From an optimization exercise on the open Yosys and OpenROAD flow, aimed at a short achievable clock period and few clock cycles; shortcuts taken in it are not production practice.
Function was checked by simulation only, so behaviour that the tests miss may differ from the original.
Power is estimated from default activity; no workload was simulated.

==> design/flow/design.v <==
`timescale 1ns / 1ps
module Mux_32(
    input SEL,
    input [31:0] in1,
    input [31:0] in2,
    output [31:0] out
    );
    assign out = (SEL)? in2 : in1;
endmodule
`timescale 1ns / 1ps
module Mux_5(
    input SEL,
    input [4:0] in1,
    input [4:0] in2,
    output [4:0] out
    );
    assign out = (SEL)? in2 : in1;
endmodule
`timescale 1ns / 1ps
module Signext(
    input [15:0] inst,
    output [31:0] data
    );
    assign data = (inst[15]) ? (inst | 32'hffff0000) : (inst | 32'h00000000);
endmodule
`timescale 1ns / 1ps
module Ctr(
    input [5:0] opCode,
    output reg regDst,
    output reg aluSrc,
    output reg memToReg,
    output reg regWrite,
    output reg memRead,
    output reg memWrite,
    output reg branch,
    output reg [1:0] aluOp,
    output reg jump
    );
    always @(*)
    begin
        case(opCode)
        6'b000000:  
        begin
            regDst = 1;
            aluSrc = 0;
            memToReg = 0;
            regWrite = 1;
            memRead = 0;
            memWrite = 0;
            branch = 0;
            aluOp = 2'b10;
            jump = 0;
        end
        6'b100011:  
        begin
            regDst = 0;
            aluSrc = 1;
            memToReg = 1;
            regWrite = 1;
            memRead = 1;
            memWrite = 0;
            branch = 0;
            aluOp = 2'b00;
            jump = 0;
        end
        6'b101011:  
        begin
            regDst = 0;
            aluSrc = 1;
            memToReg = 0;
            regWrite = 0;
            memRead = 0;
            memWrite = 1;
            branch = 0;
            aluOp = 2'b00;
            jump = 0;
        end
        6'b000100:  
        begin
            regDst = 0;
            aluSrc = 0;
            memToReg = 0;
            regWrite = 0;
            memRead = 0;
            memWrite = 0;
            branch = 1;
            aluOp = 2'b01;
            jump = 0;
        end
        6'b000010:  
        begin
            regDst = 0;
            aluSrc = 0;
            memToReg = 0;
            regWrite = 0;
            memRead = 0;
            memWrite = 0;
            branch = 0;
            aluOp = 2'b00;
            jump = 1;
        end
        default:
        begin
            regDst = 0;
            aluSrc = 0;
            memToReg = 0;
            regWrite = 0;
            memRead = 0;
            memWrite = 0;
            branch = 0;
            aluOp = 2'b00;
            jump = 0;
        end
        endcase
    end
endmodule
`timescale 1ns / 1ps
module ALUCtr(
    output reg [3:0] aluCtrOut,
    input [5:0] funct,
    input [1:0] aluOp
    );
    always @(*)
    begin
        casex({aluOp, funct})
        8'b00xxxxxx: aluCtrOut = 4'b0010;
        8'b1xxx0000: aluCtrOut = 4'b0010;
        8'b1xxx0010: aluCtrOut = 4'b0110;
        8'b1xxx0100: aluCtrOut = 4'b0000;
        8'b1xxx0101: aluCtrOut = 4'b0001;
        8'b1xxx1010: aluCtrOut = 4'b0111;
        8'bx1xxxxxx: aluCtrOut = 4'b0110;
        default: aluCtrOut = 4'b0000;
        endcase
    end
endmodule
`timescale 1ns / 1ps
module Alu(
    input [31:0] in1,
    input [31:0] in2,
    input [3:0] aluCtr,
    output reg zero,
    output reg [31:0] aluRes
    );
    always @(*)
    begin
        zero = 0;
        case (aluCtr)
        4'b0010:  
        begin
            aluRes = in1 + in2;
            if (aluRes == 0)
                zero = 1;
        end
        4'b0110:  
        begin
            aluRes = in1 - in2;
            if (aluRes == 0)
                zero = 1;
        end
        4'b0000:  
        begin
            aluRes = in1 & in2;
            if (aluRes == 0)
                zero = 1;
        end
        4'b0001:  
        begin
            aluRes = in1 | in2;
            if (aluRes == 0)
                zero = 1;
        end
        4'b1100:  
        begin
            aluRes = ~(in1 | in2);
            if (aluRes == 0)
                zero = 1;
        end
        4'b0111:  
        begin
            if (in1 < in2)
            begin
                aluRes = 1;
                zero = 0;
            end
            else 
            begin
                aluRes = 0;
                zero = 1;
            end
        end
        default: aluRes = 0;
        endcase
    end
endmodule
`timescale 1ns / 1ps
module Registers(
    input CLK,
    input [25:21] readReg1,
    input [20:16] readReg2,
    input [4:0] writeReg,
    input [31:0] writeData,
    input regWrite,
    input Reset,
    output reg [31:0] readData1,
    output reg [31:0] readData2
    );
    reg [31:0] regFile[0:31];
    always @ (*)
    begin
        if (readReg1)
            readData1 = (regWrite && writeReg == readReg1) ? writeData : regFile[readReg1];
        else 
            readData1 = 0;
        if (readReg2)
            readData2 = (regWrite && writeReg == readReg2) ? writeData : regFile[readReg2];
        else 
            readData2 = 0;
    end
    integer cnt;
    always @ (posedge CLK)
    begin
        if (Reset)                       
        begin
            for (cnt = 0; cnt < 32; cnt = cnt + 1)
                regFile[cnt] <= 0;
        end
        else if (regWrite)
            regFile[writeReg] <= writeData;
    end
endmodule
`timescale 1ns / 1ps
module Top(
    input clk,
    input reset,
    output [31:0] imem_addr,
    input [31:0] imem_rdata,
    output [31:0] dmem_addr,
    output [31:0] dmem_wdata,
    output dmem_we,
    input [31:0] dmem_rdata
    );
    reg [31:0] IFID_pcPlus4, IFID_instr;
    wire [4:0] IFID_INSTRS = IFID_instr[25:21], IFID_INSTRT = IFID_instr[20:16],
        IFID_INSTRD = IFID_instr[15:11];
    wire BRANCH;
    reg [31:0] IDEX_readData1, IDEX_readData2, IDEX_immSext;
    reg [4:0] IDEX_instrRs, IDEX_instrRt, IDEX_instrRd;
    reg [8:0] IDEX_ctrl;
    wire [1:0] IDEX_ALUOP = IDEX_ctrl[7:6];
    wire IDEX_REGDST = IDEX_ctrl[8], IDEX_ALUSRC= IDEX_ctrl[5], 
        IDEX_BRANCH = IDEX_ctrl[4], IDEX_MEMREAD = IDEX_ctrl[3], 
        IDEX_MEMWRITE = IDEX_ctrl[2], IDEX_REGWRITE = IDEX_ctrl[1],
        IDEX_MEMTOREG = IDEX_ctrl[0];
    reg [31:0] EXMEM_aluRes, EXMEM_writeData;
    reg [4:0] EXMEM_dstReg;
    reg [4:0] EXMEM_ctrl;
    reg EXMEM_zero;
    wire EXMEM_BRANCH = EXMEM_ctrl[4], EXMEM_MEMREAD = EXMEM_ctrl[3],
        EXMEM_MEMWRITE = EXMEM_ctrl[2], EXMEM_REGWRITE = EXMEM_ctrl[1],
        EXMEM_MEMTOREG = EXMEM_ctrl[0];
    reg [31:0] MEMWB_readData, MEMWB_aluRes;
    reg [4:0] MEMWB_dstReg;
    reg [1:0] MEMWB_ctrl;
    wire MEMWB_REGWRITE = MEMWB_ctrl[1], MEMWB_MEMTOREG = MEMWB_ctrl[0];
    wire [4:0] DST_REG;
    wire [8:0] CTRL_OUT;
    wire LOAD_STALL = IDEX_MEMREAD & 
        (IDEX_instrRt == IFID_INSTRS | IDEX_instrRt == IFID_INSTRT);
    wire BRANCH_STALL = CTRL_OUT[4] & (
        (IDEX_REGWRITE & DST_REG != 0 &
            (DST_REG == IFID_INSTRS | DST_REG == IFID_INSTRT)) |
        (EXMEM_REGWRITE & EXMEM_dstReg != 0 &
            (EXMEM_dstReg == IFID_INSTRS | EXMEM_dstReg == IFID_INSTRT)));
    wire STALL = LOAD_STALL | BRANCH_STALL;
    reg [31:0] PC;
    wire [31:0] PC_PLUS_4, BRANCH_ADDR, NEXT_PC, IF_INSTR;
    assign PC_PLUS_4 = PC + 4;
    Mux_32 nextPCMux(.in1(PC_PLUS_4), .in2(BRANCH_ADDR), .out(NEXT_PC),
        .SEL(BRANCH));
    assign imem_addr = PC;
    assign IF_INSTR = imem_rdata;
    always @ (posedge clk)
    begin
        if (reset)
        begin
            PC <= 0;
            IFID_pcPlus4 <= 0;
            IFID_instr <= 0;
        end
        else
        begin
            if (!STALL)
            begin
                IFID_pcPlus4 <= PC_PLUS_4;
                IFID_instr <= IF_INSTR;
                PC <= NEXT_PC;
            end
            if (BRANCH)
                IFID_instr <= 0;  
        end
    end
    Ctr mainCtrl(.opCode(IFID_instr[31:26]), .regDst(CTRL_OUT[8]), 
        .aluOp(CTRL_OUT[7:6]), .aluSrc(CTRL_OUT[5]), .branch(CTRL_OUT[4]),
        .memRead(CTRL_OUT[3]), .memWrite(CTRL_OUT[2]), .regWrite(CTRL_OUT[1]),
        .memToReg(CTRL_OUT[0]), .jump());
    wire [31:0] READ_DATA_1, READ_DATA_2, REG_WRITE_DATA;
    Registers regs(.CLK(clk), .readReg1(IFID_INSTRS), .readReg2(IFID_INSTRT), 
        .writeReg(MEMWB_dstReg), .writeData(REG_WRITE_DATA), 
        .regWrite(MEMWB_REGWRITE), .Reset(reset), .readData1(READ_DATA_1), 
        .readData2(READ_DATA_2));
    wire [31:0] IMM_SEXT;
    Signext sext(.inst(IFID_instr[15:0]), .data(IMM_SEXT));
    wire [31:0] IMM_SEXT_SHIFT = IMM_SEXT << 2;
    assign BRANCH_ADDR = IMM_SEXT_SHIFT + IFID_pcPlus4;
    assign BRANCH = (READ_DATA_1 == READ_DATA_2) & CTRL_OUT[4] & !STALL;
    always @ (posedge clk)
    begin
        if (reset)
        begin
            IDEX_ctrl <= 0;
            IDEX_readData1 <= 0;
            IDEX_readData2 <= 0;
            IDEX_immSext <= 0;
            IDEX_instrRs <= 0;
            IDEX_instrRt <= 0;
            IDEX_instrRd <= 0;
        end
        else
        begin
            IDEX_ctrl <= STALL ? 0 : CTRL_OUT;
            IDEX_readData1 <= READ_DATA_1;
            IDEX_readData2 <= READ_DATA_2;
            IDEX_immSext <= IMM_SEXT;
            IDEX_instrRs <= IFID_INSTRS;
            IDEX_instrRt <= IFID_INSTRT;
            IDEX_instrRd <= IFID_INSTRD;
        end
    end
    wire FWD_EX_A = 
        EXMEM_REGWRITE & EXMEM_dstReg != 0 & EXMEM_dstReg == IDEX_instrRs;
    wire FWD_EX_B = 
        EXMEM_REGWRITE & EXMEM_dstReg != 0 & EXMEM_dstReg == IDEX_instrRt;
    wire FWD_MEM_A = 
        MEMWB_REGWRITE & MEMWB_dstReg != 0 & 
        !(EXMEM_REGWRITE & EXMEM_dstReg != 0 & EXMEM_dstReg == IDEX_instrRs) &
        MEMWB_dstReg == IDEX_instrRs;
    wire FWD_MEM_B = 
        MEMWB_REGWRITE & MEMWB_dstReg != 0 & 
        !(EXMEM_REGWRITE & EXMEM_dstReg != 0 & EXMEM_dstReg == IDEX_instrRt) &
        MEMWB_dstReg == IDEX_instrRt;
    wire [31:0] ALU_SRC_A = FWD_EX_A ? EXMEM_aluRes : 
        FWD_MEM_A ? REG_WRITE_DATA : IDEX_readData1;
    wire [31:0] ALU_SRC_B = IDEX_ALUSRC ? IDEX_immSext : FWD_EX_B ? EXMEM_aluRes :
        FWD_EX_B ? EXMEM_aluRes : FWD_MEM_B ? REG_WRITE_DATA : IDEX_readData2;
    wire [31:0] MEM_WRITE_DATA = FWD_EX_B ? EXMEM_aluRes :
        FWD_EX_B ? EXMEM_aluRes : FWD_MEM_B ? REG_WRITE_DATA : IDEX_readData2;
    wire [3:0] ALU_CTRL_OUT;
    ALUCtr aluCtr(.funct(IDEX_immSext[5:0]), .aluOp(IDEX_ALUOP), 
        .aluCtrOut(ALU_CTRL_OUT));
    wire [31:0] ALU_RES;
    wire ZERO;
    Alu alu(.in1(ALU_SRC_A), .in2(ALU_SRC_B), .aluCtr(ALU_CTRL_OUT), .zero(ZERO),
        .aluRes(ALU_RES));
    Mux_5 dstRegMux(.in1(IDEX_instrRt), .in2(IDEX_instrRd), .SEL(IDEX_REGDST),
        .out(DST_REG));
    always @ (posedge clk)
    begin
        if (reset)
        begin
            EXMEM_ctrl <= 0;
            EXMEM_zero <= 0;
            EXMEM_aluRes <= 0;
            EXMEM_writeData <= 0;
            EXMEM_dstReg <= 0;
        end
        else
        begin
            EXMEM_ctrl <= IDEX_ctrl[4:0];
            EXMEM_zero <= ZERO;
            EXMEM_aluRes <= ALU_RES;
            EXMEM_writeData <= MEM_WRITE_DATA;
            EXMEM_dstReg <= DST_REG;
        end
    end
    wire [31:0] MEM_READ_DATA = dmem_rdata;
    assign dmem_addr = EXMEM_aluRes;
    assign dmem_wdata = EXMEM_writeData;
    assign dmem_we = EXMEM_MEMWRITE;
    always @ (posedge clk)
    begin
        if (reset)
        begin
            MEMWB_ctrl <= 0;
            MEMWB_readData <= 0;
            MEMWB_aluRes <= 0;
            MEMWB_dstReg <= 0;
        end
        else
        begin
            MEMWB_ctrl <= EXMEM_ctrl[1:0];
            MEMWB_readData <= MEM_READ_DATA;
            MEMWB_aluRes <= EXMEM_aluRes;
            MEMWB_dstReg <= EXMEM_dstReg;
        end
    end
    Mux_32 writeDataMux(.in2(MEMWB_readData), .in1(MEMWB_aluRes), 
        .SEL(MEMWB_MEMTOREG), .out(REG_WRITE_DATA));
endmodule
==> design/flow/run.sh <==
#!/bin/bash
# synth_recipe.tcl (not shown) runs the flow's synth.tcl, then flattens the netlist and writes it again
# the make line also repeats each setting of config.mk as NAME=value (left out here)
make -C /OpenROAD-flow-scripts/flow DESIGN_CONFIG=/design/flow/config.mk WORK_HOME=/design/flow/orfs CLKGATE_MAP_FILE= SYNTH_SCRIPT=/design/flow/synth_recipe.tcl finish
==> design/flow/config.mk <==
export PLATFORM = sky130hd
export DESIGN_NAME = Top
export DESIGN_NICKNAME = Top
export VERILOG_FILES = /design/flow/design.v
export SDC_FILE = /design/flow/constraint.sdc
export NUM_CORES = 4
export LEC_CHECK = 0
export CAP_MARGIN = 20
export CORE_MARGIN = 2
export CORE_UTILIZATION = 40
export SLEW_MARGIN = 20
==> design/flow/constraint.sdc <==
create_clock -name core_clock -period 7.0 [get_ports {clk}]
set_input_delay 1.4000 -clock core_clock [delete_from_list [all_inputs] [get_ports {clk}]]
set_output_delay 1.4000 -clock core_clock [all_outputs]
set_load 0.01 [all_outputs]
==> summary.txt <==
Critical path
  • R2r setup slk: 680 ps
  • Worst setup SP type: register
  • Critical Path RT: 7750 ps
  • CP Data Arrival Time: 7070 ps
  • CP Max Fanout: 64
  • Crit Path Category: register to register
  • Critical path endpoint category: register

Timing
  • Final min period: 6320 ps
  • Max-slew violations: 0
  • Setup Skew: 43.4 ps
  • RSZ-0062 raised after global routing: false
  • Fmax: 0.158 GHz
  • Setup_tns: 0 ps
  • Final hold vios: 0
  • Period Utilization, post-route: 0.903
  • Slew headroom: 0.245
  • Final setup fails: 0
  • Worst Max-Slew Pin Slew: 1130 ps

Run
  • Number of max-cap violations: 0

Floorplanning
  • Rows: 156
  • I/O Pins: 163
  • Starting Density: 0.401
  • Die height: 429 µm
  • Chip Width: 429 µm
  • Core ar.: 180,000 µm²
  • Die Footprint: 184,000 µm²

Cells and area
  • Design area: 82,000 µm²
  • Final #Nets: 6,320
  • Area grow syn2layout: 13.2%
  • Share of post-route cells with drive strength above 1: 0.169
  • Layout Cells excl Fill: 8,617

Yosys
  • Library cells used by synthesis: 77
  • Post-synth ARST share: 0
  • Sequential share of the synthesized area: 0.520
  • EDFF count, synth: 1,024
  • Syn. warnings: 5
  • Top FF cell, synth: edfxtp_1
  • Top cell type's share of synthesized area: 0.425
  • Syn Std Cell Area: 72,400 µm²
  • #FFs+latches synth: 1,370
  • Cells after synthesis: 6,126
  • Dominant cells by area after synthesis: edfxtp_1 (42%), mux4_2 (15%), dfxtp_1 (9.6%)
  • Leading area contributor after synthesis: edfxtp_1
  • Avg Inst Size Synth: 11.8 µm²
  • Syn nets: 6,329

Clocking
  • # hold bufs at CTS: 0
  • CTS H-tree lvls: 4
  • Clk root buf: clkbuf_16
  • Num CTS Buffers: 150
  • Post-CTS sizing: 0
  • Clk buf depth: 3
  • Worst skew pair latency: 830 ps
  • Postcts setup bufs: 0
  • TritonCTS clock tree: yes
  • CTS sink cnt: 1,370
  • Clock-pin slew on the worst setup and hold paths: 60 ps

Global route
  • Vias in the first global route: 52,575
  • First-pass GRT wire length: 371,000 µm
  • Initial antenna violation count: 8
  • Grt ovf: 0
  • Total track usage: 0.275
  • Largest net degree at the start of global routing: 175

Run status
  • Status: complete, no violations

Detailed routing
  • Iter 0 DRT Violations: 6,577
  • Avg WL per Cell: 29.9 µm
  • DRC: 0
  • Pre-Repair DR Iteration Count: 6
  • Via density: 6.19
  • Final Routed Wirelength: 258,000 µm
  • Vias: 53,368
  • Final ANT Viol Nets: 0

Place
  • GPL Wtd Cong: 0.926
  • Post-DP Area: 77,100 µm²
  • Port Buf Inserts: 162
  • Placed insts: 8,334
  • Final HPWL DP: 164,000 µm

Power
  • Power Dens Cells: 243 nW/µm²
  • Pleak: 0.0282 µW
  • Maximum vdd drop: 223 µV

Hold path
  • Worst min-delay path class: register to register
-- kinds of logic (layout without fill, tap and decap cells) --
logic type | Yosys count | in the layout | share of synthesized area
multiplexers | 746 | 746 | 0.188
XOR/XNOR | 138 | 138 | 0.0167
flip-flops | 1370 | 1370 | 0.520
adder cells (fa/ha/maj) | 137 | 137 | 0.0240
AO/OA/AOI/OAI | 961 | 961 | 0.0881
other | 0 | 3 | 0
AND/OR/NAND/NOR | 2099 | 2099 | 0.124
buffers and inverters | 675 | 793 | 0.0392
-- placed cells by master, fill, tap and decap left out, types with 155 or more instances in the layout --
| cell | count |
|---|---|
| o21ai_0 | 230 |
| a22oi_1 | 168 |
| edfxtp_1 | 1024 |
| mux2i_1 | 205 |
| dfxtp_1 | 339 |
| buf_4 | 210 |
| nand2_1 | 313 |
| clkdlybuf4s50_1 | 161 |
| nor2b_1 | 193 |
| nor2_1 | 1298 |
| mux4_2 | 489 |
| a21oi_1 | 155 |
-- worst max-delay path, stage by stage, from the launching register on --
cell and delay [ps]:
dfxtp_1 630, nor3_1 220, nand2_1 100, nand2_1 100, nor4_2 350, buf_6 410, nand2_1 90, o21ai_0 90
o21ai_0 130, mux2_2 310, ha_1 380, inv_1 80, a21oi_1 300, o211ai_1 230, a2111oi_0 600, o211ai_1 230
a211o_1 400, a21oi_1 290, o311ai_0 300, a221oi_1 560, and2_1 200, o32ai_1 80, a21oi_1 160
-- metrics by stage --
step	hold slack, ps	util	total power (µW)	worst slack (ps)
global placement	442	0.428	12100	856
detailed placement	431	0.428	12200	792
floorplan	414	-	11000	1350
global route	460	0.455	20500	109
finish	447	0.455	20000	676
CTS	449	0.454	20000	762
-- final timing paths --
check                                      from               end  cells past startpoint
worst max-delay path            MEMWB_dstReg[3]  EXMEM_aluRes[29]                     22
worst min-delay path               IDEX_ctrl[2]     EXMEM_ctrl[2]                      1
worst max register to register  MEMWB_dstReg[3]  EXMEM_aluRes[29]                     22
worst min register to register     IDEX_ctrl[2]     EXMEM_ctrl[2]                      1
-- metal layers --
layer	vias to the layer above	share of wire	wire [µm]	track usage
met1	26864	0.37	94300	0.343
met3	609	0.11	29300	0.0755
met2	3289	0.48	123000	0.453
met5	-	0.00039	100	0
met4	14	0.043	11200	0.111
li1	22592	-	-	-
-- report_power, final --
| part | leakage (µW) | internal, µW | switching [µW] |
|---|---|---|---|
| combinational | 0.0124 | 1050 | 1720 |
| clock | 0.00236 | 4380 | 3490 |
| sequential | 0.0134 | 9030 | 275 |
| total | 0.0282 | 14500 | 5490 |
-- sequential cells by signal, summed over array words and instances, names as in the netlist, named ones only --
name	count
IDEX_immSext	16
IFID_pcPlus4	32
IDEX_instrRs	5
EXMEM_dstReg	5
IDEX_instrRt	5
PC	32
IDEX_readData2	32
MEMWB_dstReg	5
IFID_instr	32
MEMWB_ctrl	2
MEMWB_readData	32
EXMEM_aluRes	32
regs.regFile	1024
EXMEM_ctrl	3
IDEX_readData1	32
EXMEM_writeData	32
MEMWB_aluRes	32
IDEX_ctrl	7
-- layout make-up --
class,count,area (µm²)
antenna,3,7.51
clock buffer,198,4050
tap,2370,2970
clock inverter,81,792
sequential,1370,37700
multi-input combinational,4081,32500
inverter,124,465
fill,16243,98400
timing repair buffer,390,3540
-- synth_stat cells, types with 29 or more instances --
cell type	instances
nor2_1	1300
edfxtp_1	1024
xor2_1	50
nand3_1	46
nand2b_1	37
a221oi_1	48
a21oi_1	156
nor2b_1	197
a211oi_1	72
nor3_1	51
buf_1	35
ha_1	134
xnor2_1	88
o21ai_0	232
clkbuf_1	419
o21a_1	29
a21o_1	36
buf_2	48
inv_1	118
mux4_2	489
a22oi_1	168
nand2_1	346
buf_4	33
dfxtp_1	346
mux2i_1	237
o22ai_1	50
Testbench counts, summed over its fixed seeds: cycles 79,816.

## separate check: timing with driven ports
How much do the figures lean on ideal ports? The routed layout below was timed once more, with nothing changed but the port constraints.
Step 1 assumes that a clkbuf_16 drives the clock port and a buf_2 every other input.
Step 2, shift: input delay + t, output delay - t, t = (earliest + latest rising clock arrival at the registers) / 2. This alone moves slack from input paths to output paths.
Slacks: ideal ports / drivers / drivers and shift; pairs: ideal ports / drivers.
shift t [ns]: 0.905
slack for setup (ns): 0.676 / 0.676 / 0.676
worst setup path after step 2: register to register
cell pins on the clock port's net: 1
After both steps setup and hold are still met in this run. For this run, drivers alone change the setup slack by 0.000 ns; drivers and shift together by 0.000 ns.
